Background: an optimization exercise with open tools, aiming at small area and a short achievable clock period. Do not read the settings as production practice.
Only simulation tests tie the RTL to the original design; equivalence was not proved.

==> inputs of v25 <==
// bcd_adder100_reg
module bcd_adder100_reg (
    input          clk,
    input  [399:0] a,
    input  [399:0] b,
    input          cin,
    output reg [399:0] sum,
    output reg         cout
);
==> module top_module, before the edit <==
module top_module(
    input [399:0] a, b,
    input cin,
    output cout,
    output [399:0] sum );
    wire [100:0] c;
    assign c[0] = cin;
    genvar i;
    generate
        for (i = 0; i < 100; i = i + 1) begin : dig
            bcd_digit d (
                .x(a[4*i+3:4*i]),
                .y(b[4*i+3:4*i]),
                .ci(c[i]),
                .co(c[i+1]),
                .s(sum[4*i+3:4*i])
            );
        end
    endgenerate
    assign cout = c[100];
endmodule
==> module bcd_digit, before the edit <==
module bcd_digit(
    input [3:0] x, y,
    input ci,
    output co,
    output [3:0] s );
    wire k0 = (x[0] & y[0]) | (ci & (x[0] ^ y[0]));
    wire n0 = x[1] ^ y[1];
    wire h1 = x[1] & y[1];
    wire n1 = x[2] ^ y[2] ^ h1;
    wire h2 = (x[2] & y[2]) | (h1 & (x[2] ^ y[2]));
    wire n2 = x[3] ^ y[3] ^ h2;
    wire n3 = (x[3] & y[3]) | (h2 & (x[3] ^ y[3]));
    wire u  = (x[0] & y[0]) | n1 | n0;
    wire G  = n3 | (n2 & u);
    wire P  = n2 & (x[0] | y[0]);
    assign co = G | (P & ci);
    wire q1 = (n0 & k0) | (co & (n0 ^ k0));
    wire q2 = (n1 & co) | (q1 & (n1 ^ co));
    assign s[0] = x[0] ^ y[0] ^ ci;
    assign s[1] = n0 ^ k0 ^ co;
    assign s[2] = n1 ^ co ^ q1;
    assign s[3] = n2 ^ q2;
endmodule
export LEC_CHECK = 0
export ABC_AREA = 1
export CAP_MARGIN = 20
export CORE_AREA = 5 5 415 415
export CTS_BUF_LIST = sky130_fd_sc_hd__clkbuf_16
export DIE_AREA = 0 0 420 420
export SLEW_MARGIN = 20
create_clock -name core_clock -period 200.0 [get_ports {clk}]
standard.sh (not shown) runs the stock make flow with config.mk's settings and CLKGATE_MAP_FILE= SYNTH_SCRIPT=/design/flow/synth_recipe.tcl, a recipe that flattens the netlist after the stock synthesis.
==> flow/flow/run.sh <==
#!/bin/bash
# Standard synthesis (for the register names), then the adder logic between
# the registers is replaced by the hand-mapped netlist from flow/gen.py, and
# the standard layout runs on it with smaller port buffers and a leaner
# clock tree.
set -euo pipefail
R=orfs/results/sky130hd/bcd_adder100_reg/base
bash standard.sh synth > synth.log 2>&1
cp $R/1_2_yosys.v std_1_2_yosys.v
python3 flow/gen.py $R/1_2_yosys.v > gen.log 2>&1
rm -f $R/1_synth.odb $R/1_synth.sdc
bash standard.sh \
  "BUFFER_PORTS_ARGS=-buffer_cell sky130_fd_sc_hd__buf_1" \
  "CTS_ARGS=-sink_clustering_enable -repair_clock_nets -buf_list sky130_fd_sc_hd__clkbuf_16 -dont_use_dummy_load -sink_clustering_size 30 -sink_clustering_max_diameter 100" \
  finish > finish.log 2>&1
==> flow/flow/gen.py <==
#!/usr/bin/env python3
"""Generate a hand-mapped sky130hd gate-level netlist of bcd_adder100_reg.

Registers are named as the standard Yosys synthesis names them
(\\a_r[i]$_DFF_P_ ...), all sky130_fd_sc_hd__dfxtp_1.  The adder between them is
a ripple of 100 digit cells with a one-level (nand-nand) digit carry chain.
"""
import sys

N = 100
P = 'sky130_fd_sc_hd__'
lines = []
wires = set()
cnt = {}

def w(n):
    wires.add(n)
    return n

def cell(typ, name, **pins):
    cnt[typ] = cnt.get(typ, 0) + 1
    ps = ', '.join('.%s(%s)' % (k, v) for k, v in pins.items())
    lines.append('  %s%s i_%s (%s);' % (P, typ, name, ps))

def esc(n):
    return '\\' + n + ' '

def digit(i, c, co):
    a = ['a_r[%d]' % (4 * i + j) for j in range(4)]
    b = ['b_r[%d]' % (4 * i + j) for j in range(4)]
    s = ['sw[%d]' % (4 * i + j) for j in range(4)]
    p = 'd%d_' % i
    n0, h1, n1, h2, n2, n3 = [w(p + t) for t in ('n0', 'h1', 'n1', 'h2', 'n2', 'n3')]
    k0 = w(p + 'k0')
    # bit 0 with the carry in: s0 and k0, the carry into bit 1
    cell('fa_1', p + 'fa0', A=a[0], B=b[0], CIN=c, SUM=s[0], COUT=k0)
    # n = x[3:1] + y[3:1]
    cell('ha_1', p + 'ha1', A=a[1], B=b[1], SUM=n0, COUT=h1)
    cell('fa_1', p + 'fa2', A=a[2], B=b[2], CIN=h1, SUM=n1, COUT=h2)
    cell('fa_1', p + 'fa3', A=a[3], B=b[3], CIN=h2, SUM=n2, COUT=n3)
    # digit generate G = n3 | n2&(n1|n0|a0&b0), kept inverted; with
    # P' = n2 & (a0|b0) the carry is co = G | P'&c (P' may overlap G)
    u, ng, t, pc = [w(p + t) for t in ('u', 'ng', 't', 'pc')]
    cell('a211o_1', p + 'u', A1=a[0], A2=b[0], B1=n1, C1=n0, X=u)
    cell('a21oi_1', p + 'ng', A1=n2, A2=u, B1=n3, Y=ng)
    cell('o21ai_0', p + 't', A1=a[0], A2=b[0], B1=n2, Y=t)
    # carry: co = ~(ng & ~(P' & c)) = nand(ng, t | ~c)
    cell('nand2b_1', p + 'pc', A_N=t, B=c, Y=pc)
    cell('nand2_1', p + 'co', A=ng, B=pc, Y=co)
    # upper three sum bits: n + k0 + 3*co (mod 8)
    q1, q2 = w(p + 'q1'), w(p + 'q2')
    cell('fa_1', p + 'fs1', A=n0, B=k0, CIN=co, SUM=s[1], COUT=q1)
    cell('fa_1', p + 'fs2', A=n1, B=co, CIN=q1, SUM=s[2], COUT=q2)
    cell('xor2_1', p + 's3', A=n2, B=q2, X=s[3])

def main():
    out = sys.argv[1]
    for i in range(N):
        c = 'cin_r' if i == 0 else w('c%d' % i)
        co = 'cw' if i == N - 1 else w('c%d' % (i + 1))
        digit(i, c, co)
    ff = []
    for k in range(400):
        ff.append('  %sdfxtp_1 %s (.CLK(clk), .D(a[%d]), .Q(a_r[%d]));' % (P, esc('a_r[%d]$_DFF_P_' % k), k, k))
    for k in range(400):
        ff.append('  %sdfxtp_1 %s (.CLK(clk), .D(b[%d]), .Q(b_r[%d]));' % (P, esc('b_r[%d]$_DFF_P_' % k), k, k))
    ff.append('  %sdfxtp_1 %s (.CLK(clk), .D(cin), .Q(cin_r));' % (P, esc('cin_r$_DFF_P_')))
    for k in range(400):
        ff.append('  %sdfxtp_1 %s (.CLK(clk), .D(sw[%d]), .Q(sum[%d]));' % (P, esc('sum[%d]$_DFF_P_' % k), k, k))
    ff.append('  %sdfxtp_1 %s (.CLK(clk), .D(cw), .Q(cout));' % (P, esc('cout$_DFF_P_')))
    with open(out, 'w') as f:
        f.write('module bcd_adder100_reg(clk, a, b, cin, sum, cout);\n')
        f.write('  input clk;\n  input [399:0] a;\n  input [399:0] b;\n  input cin;\n'
                '  output [399:0] sum;\n  output cout;\n')
        f.write('  wire [399:0] a_r;\n  wire [399:0] b_r;\n  wire [399:0] sw;\n  wire cin_r;\n  wire cw;\n')
        for n in sorted(wires):
            f.write('  wire %s;\n' % n)
        f.write('\n'.join(ff) + '\n')
        f.write('\n'.join(lines) + '\n')
        f.write('endmodule\n')
    sys.stderr.write(repr(cnt) + '\n')

main()
==> v16 (differences from v25) <==
==> flow/design.v (replaced) <==
module bcd_adder100_reg (
    input          clk,
    input  [399:0] a,
    input  [399:0] b,
    input          cin,
    output reg [399:0] sum,
    output reg         cout
);
    reg  [399:0] a_r, b_r;
    reg          cin_r;
    wire [399:0] sum_w;
    wire         cout_w;
    top_module adder (
        .a(a_r),
        .b(b_r),
        .cin(cin_r),
        .cout(cout_w),
        .sum(sum_w)
    );
    always @(posedge clk) begin
        a_r   <= a;
        b_r   <= b;
        cin_r <= cin;
        sum   <= sum_w;
        cout  <= cout_w;
    end
endmodule

module top_module(
    input [399:0] a, b,
    input cin,
    output cout,
    output [399:0] sum );
    wire [100:0] c;
    assign c[0] = cin;
    genvar i;
    generate
        for (i = 0; i < 100; i = i + 1) begin : dig
            wire [4:0] m = a[4*i+3:4*i] + b[4*i+3:4*i];
            wire g = m > 5'd9;
            wire p = m == 5'd9;
            assign c[i+1] = g | (p & c[i]);
            wire [3:0] t = m[3:0] + c[i];
            assign sum[4*i+3:4*i] = t + (c[i+1] ? 4'd6 : 4'd0);
        end
    endgenerate
    assign cout = c[100];
endmodule
==> flow/run.sh (new file) <==
#!/bin/bash
# synth_recipe.tcl (not shown) runs the flow's synth.tcl, then flattens the netlist and writes it again
# the make line also repeats each setting of config.mk as NAME=value (left out here)
make -C /OpenROAD-flow-scripts/flow DESIGN_CONFIG=/design/flow/config.mk WORK_HOME=/design/flow/orfs CLKGATE_MAP_FILE= SYNTH_SCRIPT=/design/flow/synth_recipe.tcl finish
- CORE_AREA: 5 5 415 415 -> default
- CORE_MARGIN: default -> 2
- CORE_UTILIZATION: default -> 40
- CTS_BUF_LIST: sky130_fd_sc_hd__clkbuf_16 -> default
- DIE_AREA: 0 0 420 420 -> default
removed: flow/flow/run.sh
removed: flow/flow/gen.py
removed: flow/standard.sh
==> summary.md <==
| Metric | Value |
|---|---|
| Pleak | `about 32 nW` |
| Placed inst area | `about 64000 µm²` |
| Status | `complete, no violations` |
| Fin cells | `7919` |
| Reg clk slew, reported paths | `0.06 ns` |
The numbers above come from v16.

==> summary.md <==
| Metric | Value |
|---|---|
| Mean number of vias per cell | `3.915` |
| Placed inst area | `46380 µm²` |
| Fin cells | `5882` |
| Slew Limit Fails | `0` |
| Logic inverters | `0` |
| Status | `complete, no violations` |
| Slew margin rel. | `roughly 40%` |
The numbers above come from v25.

[port drivers added, routing unchanged]
The results above use ideal ports. As a check the final layouts listed here were re-extracted and re-timed, cells and wires unchanged.
Step 1: set_driving_cell puts a clkbuf_16 on clk and a buf_2 on each other input, an assumption about the parent block.
Step 2 times the ports against the registers' clock, not the clock port: input delays grow and output delays shrink by t, the midpoint of the rising clock arrivals with the driver on.
Slacks: ideal / step 1 / step 2; pairs: ideal / step 1.
run	t (ns)	slack for setup (ns)	worst setup path at the end
v25	0.711	158.715 / 158.637 / 159.348	register to output
v16	0.829	158.306 / 158.226 / 159.055	register to output
After both steps setup and hold are still met in every run listed.
